Source: an optimization exercise on an open RTL-to-GDS flow (aim: small area). Production flows keep margins and buffers that such runs may drop. In this exercise RTL edits were held to simulation tests only and were not proved equivalent to the original.

==> flow/design.v (outline; a module is shown in full before it is edited, if it fits) <==
// module sigmul: 1000 lines
// module csa_fa: 5 lines
// module csa_ha: 5 lines
// module booth_sel2: 6 lines
// module booth_sel2n: 6 lines
// module booth_sel: 5 lines
// module mul_front: 31 lines
// module mul_back: 42 lines
// module add_front: 52 lines
// module add_back: 42 lines
// module add_back_ripple: 50 lines
// module bk_add28: 103 lines
// module bk_inc34: 66 lines
// module fp_dot4: 49 lines
module fp_dot4 (
    input  wire         clk,
    input  wire         rst,
    input  wire         in_valid,
    input  wire [127:0] a,
    input  wire [127:0] b,
    output wire         out_valid,
    output wire [31:0]  result
);
  // ...
==> flow/run.sh <==
#!/bin/bash
# synth_recipe.tcl (not shown) runs the flow's synth.tcl, then flattens the netlist and writes it again
# the make line also repeats each setting of config.mk as NAME=value (left out here)
make -C /OpenROAD-flow-scripts/flow DESIGN_CONFIG=/design/flow/config.mk WORK_HOME=/design/flow/orfs CLKGATE_MAP_FILE= SYNTH_SCRIPT=/design/flow/synth_recipe.tcl finish
==> flow/config.mk <==
export PLATFORM = sky130hd
export DESIGN_NAME = fp_dot4
export DESIGN_NICKNAME = fp_dot4
export VERILOG_FILES = /design/flow/design.v
export SDC_FILE = /design/flow/constraint.sdc
export NUM_CORES = 4
export LEC_CHECK = 0
export CAP_MARGIN = 20
export CORE_MARGIN = 2
export CORE_UTILIZATION = 68
export PLACE_DENSITY = 0.78
export SLEW_MARGIN = 20
export SYNTH_HIERARCHICAL = 1
export SYNTH_MINIMUM_KEEP_SIZE = 0
==> flow/constraint.sdc <==
create_clock -name core_clock -period 11.0 [get_ports {clk}]
set_input_delay 2.2000 -clock core_clock [delete_from_list [all_inputs] [get_ports {clk}]]
set_output_delay 2.2000 -clock core_clock [all_outputs]
set_load 0.01 [all_outputs]
==> run_results.csv, run 1 <==
group,metric,value,unit
layout,antenna_cells,2,
clock_tree,cts_tree,"yes",
detailed_routing,vias_per_cell,7.15,
status,status,"complete, no violations",
flow_run,maxCapViolCount,0,
clock_tree,tritoncts.num_buffers,54,
detailed_routing,drcViolationCount,0,
timing,worstMarginPinSlew,1.19,ns
timing,slew_headroom,0.203,
layout,clkbuf_count,65,
yosys,synthDistinctLibCells,121,
yosys,synth_top_cell_by_area,"fa_1",
yosys,synth_compound_area_frac,0.223,
grt,grt_usage,0.439,
yosys,seq_area_frac_synth,0.0943,
critical_path,crit_path_end_kind,"primary output",
detailed_routing,firstDrtPassIters,10,
floorplanning,die_area,152000,um2
layout,area_delta_synth_final,7.95,%
floorplanning,core_area,148000,um2
layout,drive_above_1_share,0.102,
critical_path,reg2reg_depth,50,
yosys,avgSynthCellArea,9.09,um2
yosys,ys_ff_latch,478,
clock_tree,ctsHoldBuffers,0,
min_path,timing.hold.worst_endpoint,"sum23_r[31]",
placed_design,post-dp-hpwl,264000,um
layout,clock_area_frac,0.0175,
==> run 2, diff against run 1 <==
--- a/flow/config.mk
+++ b/flow/config.mk
@@ -7,3 +7,3 @@
 export LEC_CHECK = 0
-export CAP_MARGIN = 20
+export CAP_MARGIN = 5
 export CORE_MARGIN = 2
@@ -11,3 +11,3 @@
 export PLACE_DENSITY = 0.78
-export SLEW_MARGIN = 20
+export SLEW_MARGIN = 5
 export SYNTH_HIERARCHICAL = 1
==> run_results.csv, run 2 <==
group,metric,value,unit
min_path,min_from,"st23_r[2]",
layout,top_regs,"ms_r (164), prod_r (128)",
critical_path,crit_slowest_cell,"or4_1",
timing,maxSlewViolCount,0,
critical_path,start_kind,"register",
status,status,"complete, no violations",
floorplanning,num_rows,141,
clock_tree,cts_sinks,478,
critical_path,crit_start,"st_r[35]",
yosys,syn_inst,11200,
layout,layout.nets,13600,
clock_tree,cts-root-buf,"clkbuf_16",
timing,tns,0,ns
layout,area_delta_synth_final,7.91,%
grt,grt_max_degree,41,
yosys,yosys_warnings,9,
layout,final_cell_mix,"xnor2_1 (1305), fa_1 (1111), a22oi_1 (997)",
floorplanning,ios,292,
placed_design,post-dp-hpwl,264000,um
yosys,avgSynthCellArea,9.09,um2
timing,fin_skew,0.0242,ns
layout,final_util,0.740,
detailed_routing,num_vias,96200,
yosys,seq_area_frac_synth,0.0943,
clock_tree,cts.clk_slew.worst_paths,0.06,ns
yosys,synth_top_area_share,0.219,
yosys,ys.flop_type,"dfxtp_1",
detailed_routing,drcViolationCount,0,
timing,finalHoldViolations,0,
layout,largest_register,"ms_r",
floorplanning,die_w,390,um
timing,slew_headroom,0.213,
detailed_routing,final_antenna_net_count,0,
critical_path,crit_top_cell,"inv_1",
layout,design_area,109000,um2
yosys,synthArstFlopShare,0,
placed_design,place_area,107000,um2
critical_path,ff2ff_setup_slack,0.64,ns
yosys,synthDistinctLibCells,121,
grt,grt_pass1_vias,96000,
timing,period_share,0.952,
clock_tree,htreeDepth,2,
yosys,synthesis.area,101000,um2
detailed_routing,firstDrtPassIters,10,
yosys,synth_common_cells,"xnor2_1 (1305), fa_1 (1111), a22oi_1 (997), ha_1 (796), inv_1 (589)",
layout,drive_above_1_share,0.102,
grt,gr-total-overflow,0,
critical_path,cp.arrival,8.27,ns
floorplanning,core_area,148000,um2
yosys,synth-edff-count,0,
clock_tree,tritoncts.num_buffers,54,
layout,largest_register_ffs,164,
timing,timing.hold.ws,0.443,ns
flow_run,maxCapViolCount,0,
floorplanning,initial_core_util,0.686,
critical_path,worstSetupPathType,"register to primary output",
critical_path,crit_chain,"or4_1 > nor4_4 > inv_2 > o221a_2 > o21ai_2 > inv_2 > ha_1 > inv_1 > ha_1 > inv_1 > fa_1 > inv_1 > a21oi_1 > o21bai_1 > xor2_1 > nand3_1 > or4_1 > nor3_2 > xor2_1 > inv_1 > a31oi_1 > nand2_2 > nor2_1 > clkdlybuf4s50_1",
timing,fmax,95.5,MHz
placed_design,port_buffers,291,
timing,period_needed,10.47,ns
critical_path,cp_max_fo,25,
timing,worstMarginPinSlew,1.18,ns
detailed_routing,wirelength,342000,um
clock_tree,worstSkewPairLatency,0.67,ns
critical_path,cp.required,8.80,ns
yosys,yosys-top-cells-area,"fa_1 (22%), xnor2_1 (11%), ha_1 (9.8%)",
detailed_routing,wire_per_inst,25.4,um
critical_path,crit_path_end_kind,"primary output",
clock_tree,clk_path_buf_depth,3,
grt,grt_pass1_wl,537000,um
critical_path,reg2reg_from,"st23_r[31]",
timing,setup_viol,0,
yosys,yosysMostFrequentCell,"xnor2_1",
min_path,min_path_type,"register to register",
yosys,ys_ff_latch,478,
grt,antenna_found_initial,10,
critical_path,max_stage_delay,0.77,ns
layout,fill_cells,10600,
placed_design,gp_congestion,0.997,
clock_tree,cts_tree,"yes",
grt,grt_usage,0.439,
detailed_routing,vias_per_cell,7.16,
timing,rsz0062_at_grt,"no",
yosys,synth_top_cell_by_area,"fa_1",
floorplanning,die_area,152000,um2
layout,final_common_cell,"xnor2_1",
detailed_routing,initialDrtViolationCount,13100,
floorplanning,chipHeight,390,um
## run 2: cell counts after synthesis
No cell type changed its count.
## run 2: timing repair
action	4_1_cts	5_1_grt
gates resized for setup	0	12
hold buffers	0	0
setup endpoints to repair	0	70
buffers inserted	0	7
## run 2: layer usage
metal | up-vias | track usage | routed length (um)
met5 | - | 0.000319 | 113
met4 | 16 | 0.223 | 21300
met3 | 1611 | 0.112 | 40200
met2 | 6815 | 0.692 | 153000
met1 | 46300 | 0.558 | 128000
li1 | 41500 | - | -
## run 2: final cells by class
class | count | area (um2) | area share
Multi-Input combinational cell | 9700 | 88000 | 0.803
Sequential cell | 478 | 9570 | 0.0874
Inverter | 620 | 2330 | 0.0213
Timing Repair Buffer | 610 | 5310 | 0.0485
Clock buffer | 65 | 1490 | 0.0136
Antenna cell | 2 | 5.00 | 0.0000457
Clock inverter | 36 | 430 | 0.00393
Tap cell | 1930 | 2410 | 0.0221
## run 2: path summary, 6_finish.rpt
kind / end / cells past startpoint
max: result[8] / 24
min: sum23_r[31] / 1
max reg2reg: sum23_r[19] / 50
min reg2reg: sum23_r[31] / 1
## run 2: per-stage QoR
stage	instances	setup slack, ns
5_1_grt	13400	0.0141
4_1_cts	13400	0.0154
3_5_place_dp	13300	0.0748
3_3_place_gp	13300	0.213
2_1_floorplan	11200	0.205
6_report	13400	0.529
## run 2: worst max-delay path, delay by kind of cell (launching register included)
family | cells | cell delay (ns)
adders and majority gates | 3 | 0.96
xor gates and xnor gates | 2 | 0.48
AOI/OAI and AO/OA | 5 | 1.53
DFF | 1 | 0.34
buffers and inverters | 7 | 1.47
and+or+nand+nor | 7 | 2.80
## run 2: cells by family after synthesis
group                      Yosys count  synth area share
buffers and inverters              999            0.0405
adders and majority gates         1939             0.321
and+or+nand+nor                   2476             0.126
DFF                                478            0.0943
muxes                              653            0.0719
other                               10          0.000370
AOI/OAI and AO/OA                 3172             0.223
xor gates and xnor gates          1438             0.124
## run 2: Yosys stat by module (local to each module, per instance), a selection
module	flops+latches	cell area (um2)	times used	cells inside
bk_add28	0	1160	3	139
add_back	0	2390	1	342
add_back_ripple	0	2390	2	342
booth_sel2n	0	15.0	40	2
sigmul	0	3420	4	534
bk_inc34	0	674	1	93
add_front	0	5530	3	838
csa_ha	0	12.5	284	1
fp_dot4	478	9600	1	483
csa_fa	0	20.0	1056	1
mul_back	0	888	4	138
booth_sel2	0	32.5	440	4
mul_front	0	1310	4	147
==> run 3, diff against run 2 <==
==> flow/flow/run.sh (new file) <==
#!/bin/bash
# The standard layout (the standard.sh: ORFS from synthesis to the final
# layout), with two ORFS options the standard layout leaves at their
# defaults:
#  - the port buffers are sky130_fd_sc_hd__buf_1 instead of the delay cell
#    buffer_ports picks by default (the resizer still upsizes them where
#    timing or slew needs it);
#  - after synthesis, flow/downsize.tcl sets combinational cells to drive
#    strength 1 (ORFS's POST_SYNTH_TCL hook), leaving sizing to the resizer.
# make's full output goes to standard_make.log in this folder; each ORFS step
# also keeps its own log under orfs/logs/.
set -euo pipefail
export BUFFER_PORTS_ARGS="-buffer_cell sky130_fd_sc_hd__buf_1"
export POST_SYNTH_TCL="$PWD/flow/downsize.tcl"
bash standard.sh > standard_make.log 2>&1
==> flow/flow/downsize.tcl (new file) <==
# Sourced by ORFS's synth_odb step (POST_SYNTH_TCL), after the synthesised
# netlist is loaded: every combinational cell that synthesis mapped to a
# drive strength above 1 goes back to the drive-1 cell of the same function
# and pins (ABC sizes gates for loads it only guesses at). Flip-flops, clock
# cells and tie cells keep theirs. The resizer in the later steps sizes up
# again where slew, capacitance or timing need it.
set db [ord::get_db]
set n 0
foreach inst [[ord::get_db_block] getInsts] {
  set name [[$inst getMaster] getName]
  if {![regexp {^(sky130_fd_sc_hd__[a-z0-9]+)_([0-9]+)$} $name -> base drive]} { continue }
  if {$drive <= 1} { continue }
  if {[regexp {dfxtp|dfrtp|dfstp|clk|conb|lpflow|probe|tap|fill|decap|dlygate|dlymetal} $base]} { continue }
  set nm [$db findMaster ${base}_1]
  if {$nm eq "NULL"} { continue }
  if {[catch {$inst swapMaster $nm} err]} { puts "downsize: kept $name ([$inst getName]): $err"; continue }
  incr n
}
puts "downsize: $n instances set to drive strength 1"
==> flow/standard.sh (new file) <==
#!/bin/bash
# synth_recipe.tcl (not shown) runs the flow's synth.tcl, then flattens the netlist and writes it again
# the make line also repeats each setting of config.mk as NAME=value (left out here)
make -C /OpenROAD-flow-scripts/flow DESIGN_CONFIG=/design/flow/config.mk WORK_HOME=/design/flow/orfs CLKGATE_MAP_FILE= SYNTH_SCRIPT=/design/flow/synth_recipe.tcl "${@:-finish}"
--- a/flow/config.mk
+++ b/flow/config.mk
@@ -7,3 +7,3 @@
 export LEC_CHECK = 0
-export CAP_MARGIN = 5
+export CAP_MARGIN = 20
 export CORE_MARGIN = 2
@@ -11,3 +11,3 @@
 export PLACE_DENSITY = 0.78
-export SLEW_MARGIN = 5
+export SLEW_MARGIN = 20
 export SYNTH_HIERARCHICAL = 1
removed: flow/run.sh
==> run_results.csv, run 3 <==
group,metric,value,unit
status,status,"complete, no violations",
critical_path,cp.required,11.57,ns
timing,rsz0062_at_grt,"no",
critical_path,crit_path_end_kind,"register",
placed_design,post-dp-hpwl,260000,um
timing,period_share,0.945,
timing,period_needed,10.39,ns
grt,gr-total-overflow,0,
critical_path,crit_top_cell,"ha_1",
critical_path,ff2ff_setup_slack,0.61,ns
yosys,syn_inst,11200,
critical_path,start_kind,"register",
yosys,yosys_warnings,9,
critical_path,worst-path-buf-inv,1,
critical_path,crit_family,"adder cells",
detailed_routing,firstDrtPassIters,10,
critical_path,worstSetupPathType,"register to register",
clock_tree,cts-root-buf,"clkbuf_16",
critical_path,max_stage_delay,0.62,ns
yosys,avgSynthCellArea,8.86,um2
critical_path,cp_num_cells,48,
placed_design,gp_congestion,1.04,
detailed_routing,final_antenna_net_count,0,
layout,final_util,0.735,
grt,busiest_layer,"met2",
clock_tree,worstSkewPairLatency,0.66,ns
detailed_routing,num_vias,95700,
clock_tree,htreeDepth,2,
timing,tns,0,ns
layout,final_common_cell,"xnor2_1",
layout,final_cell_mix,"xnor2_1 (1305), fa_1 (1111), a22oi_1 (1085)",
floorplanning,ios,292,
detailed_routing,drcViolationCount,0,
detailed_routing,initialDrtViolationCount,13200,
placed_design,port_buffers,291,
clock_tree,ctsHoldBuffers,0,
floorplanning,die_area,149000,um2
critical_path,cp_max_fo,22,
floorplanning,core_area,144000,um2
layout,drive_above_1_share,0.0444,
detailed_routing,vias_per_cell,7.09,
clock_tree,clk_path_buf_depth,3,
layout,layout.nets,13700,
layout,largest_register,"ms_r",
timing,fmax,96.2,MHz
layout,seq_area,9570,um2
critical_path,crit_slowest_cell,"nor4_1",
critical_path,reg2reg_from,"st01_r[31]",
timing,fin_skew,0.0330,ns
timing,worstMarginPinSlew,1.16,ns
yosys,synthesis.area,98900,um2
grt,grt_pass1_wl,523000,um
timing,finalHoldViolations,0,
grt,use_met1,0.562,
detailed_routing,wirelength,333000,um
grt,use_met2,0.680,
clock_tree,cts_sinks,478,
critical_path,crit_end,"sum01_r[22]",
flow_run,maxCapViolCount,0,
floorplanning,die_w,385,um
timing,slew_headroom,0.226,
layout,fill_cells,10800,
grt,grt_pass1_vias,94800,
floorplanning,initial_core_util,0.687,
critical_path,r2r-end,"sum01_r[22]",
layout,largest_register_ffs,164,
timing,setup_viol,0,
grt,grtUsageMet3,0.115,
layout,multiInputGateArea,85800,um2
floorplanning,chipHeight,385,um
floorplanning,num_rows,139,
grt,grt_usage,0.438,
critical_path,reg2reg_depth,48,
min_path,min_path_type,"register to register",
clock_tree,cts_tree,"yes",
grt,grt_max_degree,75,
critical_path,cp.arrival,10.97,ns
timing,maxSlewViolCount,0,
layout,top_regs,"ms_r (164), prod_r (128)",
grt,antenna_found_initial,17,
detailed_routing,wire_per_inst,24.7,um
layout,area_delta_synth_final,7.04,%
clock_tree,tritoncts.num_buffers,51,
critical_path,crit_start,"st01_r[31]",
clock_tree,cts.clk_slew.worst_paths,0.07,ns
-- run 3: changes by cell type in the layout (fill, tap and decap cells not counted), sizes merged, moves of 4 or more --
cell,delta
diode,+10
inv,-5
clkdlybuf4s50,-291
buf,+364
clkinv,+4
-- run 3: routing by layer --
metal / vias up / share of wire / wire, um
li1: 41700 / - / -
met1: 45900 / 0.37 / 125000
met2: 6608 / 0.44 / 147000
met3: 1478 / 0.12 / 40100
met4: 16 / 0.062 / 20600
met5: - / 0.00028 / 94
-- run 3: area by class of cell --
class | count | area share
Antenna cell | 12 | 0.000284
Clock buffer | 66 | 0.0131
Clock inverter | 29 | 0.00282
Inverter | 620 | 0.0220
Multi-Input combinational cell | 9700 | 0.811
Sequential cell | 478 | 0.0904
Tap cell | 1903 | 0.0225
Timing Repair Buffer | 683 | 0.0382
-- run 3: worst min-delay path by stage --
stage          startpoint           to  slack [ns]  cells past startpoint
2_1_floorplan   st01_r[2]  sum01_r[31]        0.41                      1
3_3_place_gp    st01_r[2]  sum01_r[31]        0.42                      1
3_5_place_dp    st01_r[2]  sum01_r[31]        0.42                      1
4_1_cts         st01_r[2]  sum01_r[31]        0.43                      1
5_1_grt         st01_r[2]  sum01_r[31]        0.46                      1
6_report        st01_r[2]  sum01_r[31]        0.43                      1
-- run 3: timing repair --
action / in CTS / in global routing
endpoints found under the setup margin: 0 / 64
gates resized for setup: 0 / 15
buffers inserted: 0 / 0
-- run 3: worst reg2reg max path, delay by kind of cell, from the launching register on --
kind                     cells  cell delay [ns]
AO/OA/AOI/OAI                7             1.52
adder cells (fa/ha/maj)     34             6.37
flip-flops                   1             0.32
AND/OR/NAND/NOR              6             1.92
buffers and inverters        1             0.18
-- run 3: per-stage QoR --
step	hold slack (ns)	instance area (um2)	std cells	setup WS [ns]
6_report	0.434	106000	13500	0.606
2_1_floorplan	0.406	99000	11200	0.0305
4_1_cts	0.434	106000	13500	0.247
5_1_grt	0.457	106000	13500	0.00576
3_3_place_gp	0.418	104000	13400	0.549
3_5_place_dp	0.418	104000	13400	0.290
==> run 4, diff against run 3 <==
--- a/flow/config.mk
+++ b/flow/config.mk
@@ -9,4 +9,4 @@
 export CORE_MARGIN = 2
-export CORE_UTILIZATION = 68
-export PLACE_DENSITY = 0.78
+export CORE_UTILIZATION = 75
+export PLACE_DENSITY = 0.85
 export SLEW_MARGIN = 20
==> run_results.csv, run 4 <==
group,metric,value,unit
status,status,"complete, no violations",
yosys,avgSynthCellArea,8.86,um2
clock_tree,cts_sinks,478,
floorplanning,ios,292,
critical_path,cp.arrival,11.13,ns
floorplanning,die_area,135000,um2
grt,gr-total-overflow,0,
placed_design,place_area,104000,um2
layout,area_delta_synth_final,6.85,%
grt,grt_pass1_vias,97300,
critical_path,crit_top_cell,"ha_1",
critical_path,crit_start,"st23_r[31]",
critical_path,crit_end,"sum23_r[31]",
grt,grt_pass1_wl,526000,um
layout,final_cell_mix,"xnor2_1 (1305), fa_1 (1111), a22oi_1 (1085)",
layout,top_regs,"ms_r (164), prod_r (128)",
timing,period_share,0.962,
layout,largest_register,"ms_r",
floorplanning,chipHeight,367,um
detailed_routing,vias_per_cell,7.34,
layout,final_common_cell,"xnor2_1",
layout,fin_cells,13300,
flow_run,maxCapViolCount,0,
critical_path,crit_path_end_kind,"register",
placed_design,port_buffers,291,
floorplanning,die_w,367,um
detailed_routing,firstDrtPassIters,10,
layout,seq_area,9570,um2
clock_tree,tritoncts.num_buffers,50,
detailed_routing,num_vias,97900,
layout,layout.nets,13700,
timing,worstMarginPinSlew,1.20,ns
timing,timing.hold.ws,0.437,ns
critical_path,worst-path-buf-inv,6,
placed_design,post-dp-hpwl,256000,um
critical_path,cp_num_cells,52,
layout,largest_register_ffs,164,
clock_tree,clk_path_buf_depth,3,
timing,slew_headroom,0.200,
critical_path,start_kind,"register",
clock_tree,cts_tree,"yes",
floorplanning,initial_core_util,0.754,
layout,fill_cells,8548,
grt,use_met1,0.594,
detailed_routing,initialDrtViolationCount,14900,
grt,grt_max_degree,76,
floorplanning,core_area,131000,um2
layout,design_area,106000,um2
timing,setup_viol,0,
critical_path,ff2ff_setup_slack,0.42,ns
detailed_routing,final_antenna_net_count,0,
grt,antenna_found_initial,22,
grt,grt_usage,0.481,
detailed_routing,drcViolationCount,0,
clock_tree,worstSkewPairLatency,0.66,ns
placed_design,dpl.cell_count,13200,
timing,maxSlewViolCount,0,
timing,fin_skew,0.0306,ns
critical_path,reg2reg_from,"st23_r[31]",
critical_path,crit_slowest_cell,"or4_1",
clock_tree,cts-root-buf,"clkbuf_16",
grt,use_met2,0.743,
layout,multiInputGateArea,85800,um2
yosys,syn_inst,11200,
timing,fmax,94.5,MHz
critical_path,crit_family,"adder cells",
yosys,synthesis.area,98900,um2
critical_path,cp.required,11.55,ns
timing,tns,0,ns
layout,drive_above_1_share,0.0432,
critical_path,max_stage_delay,0.70,ns
placed_design,gp_congestion,1.07,
timing,period_needed,10.58,ns
critical_path,cp_max_fo,11,
clock_tree,post-cts-setup-buffer-count,0,
critical_path,worstSetupPathType,"register to register",
timing,finalWorstSetupSlack,0.423,ns
grt,busiest_layer,"met2",
timing,finalHoldViolations,0,
yosys,yosys_warnings,9,
floorplanning,num_rows,133,
min_path,min_path_type,"register to register",
layout,final_util,0.806,
detailed_routing,wirelength,333000,um
critical_path,reg2reg_depth,52,
placed_design,pre_cts_slack,0.103,ns
critical_path,r2r-end,"sum23_r[31]",
clock_tree,cts.clk_slew.worst_paths,0.07,ns
grt,grtUsageMet3,0.137,
detailed_routing,wire_per_inst,25.0,um
clock_tree,htreeDepth,2,
[run 4: area by class of cell]
cell class / instances / share of cell area
antenna: 7 / 0.000166
inverter: 620 / 0.0220
sequential: 478 / 0.0905
clock buffer: 64 / 0.0131
clock inverter: 30 / 0.00380
multi-input combinational: 9700 / 0.812
timing repair buffer: 669 / 0.0374
tap: 1755 / 0.0208
[run 4: per-layer routing]
metal	wire [um]	part of all wire	vias up
li1	-	-	41600
met1	117000	0.35	46300
met4	25500	0.077	26
met3	43900	0.13	2063
met5	287	0.00086	-
met2	146000	0.44	7868
[run 4: timing repair]
action,CTS,global route
gates resized for setup,0,18
setup endpoints to repair,0,79
hold buffers,0,0
[run 4: worst min-delay path by stage]
stage | start | end | slack [ns] | cells past startpoint
2_1_floorplan | st01_r[2] | sum01_r[31] | 0.41 | 1
3_3_place_gp | valid_pipe[3] | valid_pipe[4] | 0.43 | 1
3_5_place_dp | valid_pipe[2] | valid_pipe[3] | 0.43 | 1
4_1_cts | valid_pipe[2] | valid_pipe[3] | 0.44 | 1
5_1_grt | valid_pipe[2] | valid_pipe[3] | 0.47 | 1
6_report | valid_pipe[2] | valid_pipe[3] | 0.44 | 1
[run 4: worst register-to-register path: cells and delay by family, from the launching register on]
family,cells,cell delay [ns]
simple gates,6,1.77
flops,1,0.33
compound gates,6,1.09
buf+inv,6,0.93
fa+ha+maj,34,6.37
==> run 5, diff against run 4 <==
--- a/flow/config.mk
+++ b/flow/config.mk
@@ -10,2 +10,3 @@
 export CORE_UTILIZATION = 75
+export GPL_TIMING_DRIVEN = 0
 export PLACE_DENSITY = 0.85
==> run_results.csv, run 5 <==
group,metric,value,unit
status,status,"aborted with a tool error",
status,last-stage-reached,"5_1_grt",
status,error,"[ERROR GRT-0232] Routing congestion too high. Check the congestion heatmap in the GUI.",
yosys,syn_inst,11200,
clock_tree,ctsHoldBuffers,0,
floorplanning,chipHeight,367,um
placed_design,pre_cts_slack,-1.64,ns
floorplanning,die_w,367,um
placed_design,dpl.cell_count,13300,
clock_tree,cts-root-buf,"clkbuf_16",
grt,grt_max_degree,27,
placed_design,place_area,104000,um2
grt,grt_usage,0.722,
yosys,avgSynthCellArea,8.86,um2
placed_design,post-dp-hpwl,286000,um
floorplanning,initial_core_util,0.754,
clock_tree,htreeDepth,2,
yosys,synthesis.area,98900,um2
floorplanning,ios,292,
floorplanning,num_rows,133,
grt,gr-total-overflow,300,
yosys,yosys_warnings,9,
clock_tree,clk_path_buf_depth,3,
placed_design,port_buffers,291,
clock_tree,tritoncts.num_buffers,50,
placed_design,gp_congestion,1.08,
-- run 5: worst min path at each step --
stage,end,slack (ns),cells after the start
floorplan,sum01_r[31],0.41,1
global placement,sum23_r[31],0.41,1
detailed placement,valid_pipe[4],0.42,1
CTS,sum23_r[31],0.44,1
-- run 5: what timing repair did --
item / 4_1_cts
pin swaps: 4
resized for setup: 111
setup endpoints to repair: 181
cloned: 2
setup buffers: 1
-- run 5: metal layers --
metal | overflow | global-route usage
met5 | 5 | 0.393
met1 | 35 | 0.756
met3 | 56 | 0.577
met2 | 97 | 0.879
met4 | 107 | 0.607

separate check: timing with driven ports:
In the flow no input, the clock included, has a driving cell. The finished layouts below were timed again as built, in two steps.
Step 1 sets driving cells, clkbuf_16 on the clock port and buf_2 on the other inputs (assumed; they add their load-dependent delay and slew).
Step 2, shift: input delay + t, output delay - t, t = (earliest + latest rising clock arrival at the registers) / 2. This alone moves slack from input paths to output paths.
Slacks: no drivers / after step 1 / after step 2; pairs: no drivers / after step 1.
| run | t, ns | slack for setup (ns) | cell pins on the clock port's net |
|---|---|---|---|
| run 1 | 0.737 | 0.546 / 0.467 / 0.003 | 1 |
| run 2 | 0.737 | 0.529 / 0.451 / -0.041 | 1 |
| run 3 | 0.726 | 0.606 / 0.606 / 0.045 | 1 |
| run 4 | 0.726 | 0.423 / 0.423 / 0.073 | 1 |
With both steps, setup timing fails in run 2, where it was met with ideal ports. The setup slack of run 2, which loses most, moves by -0.078 ns with the drivers and by -0.570 ns with both steps.
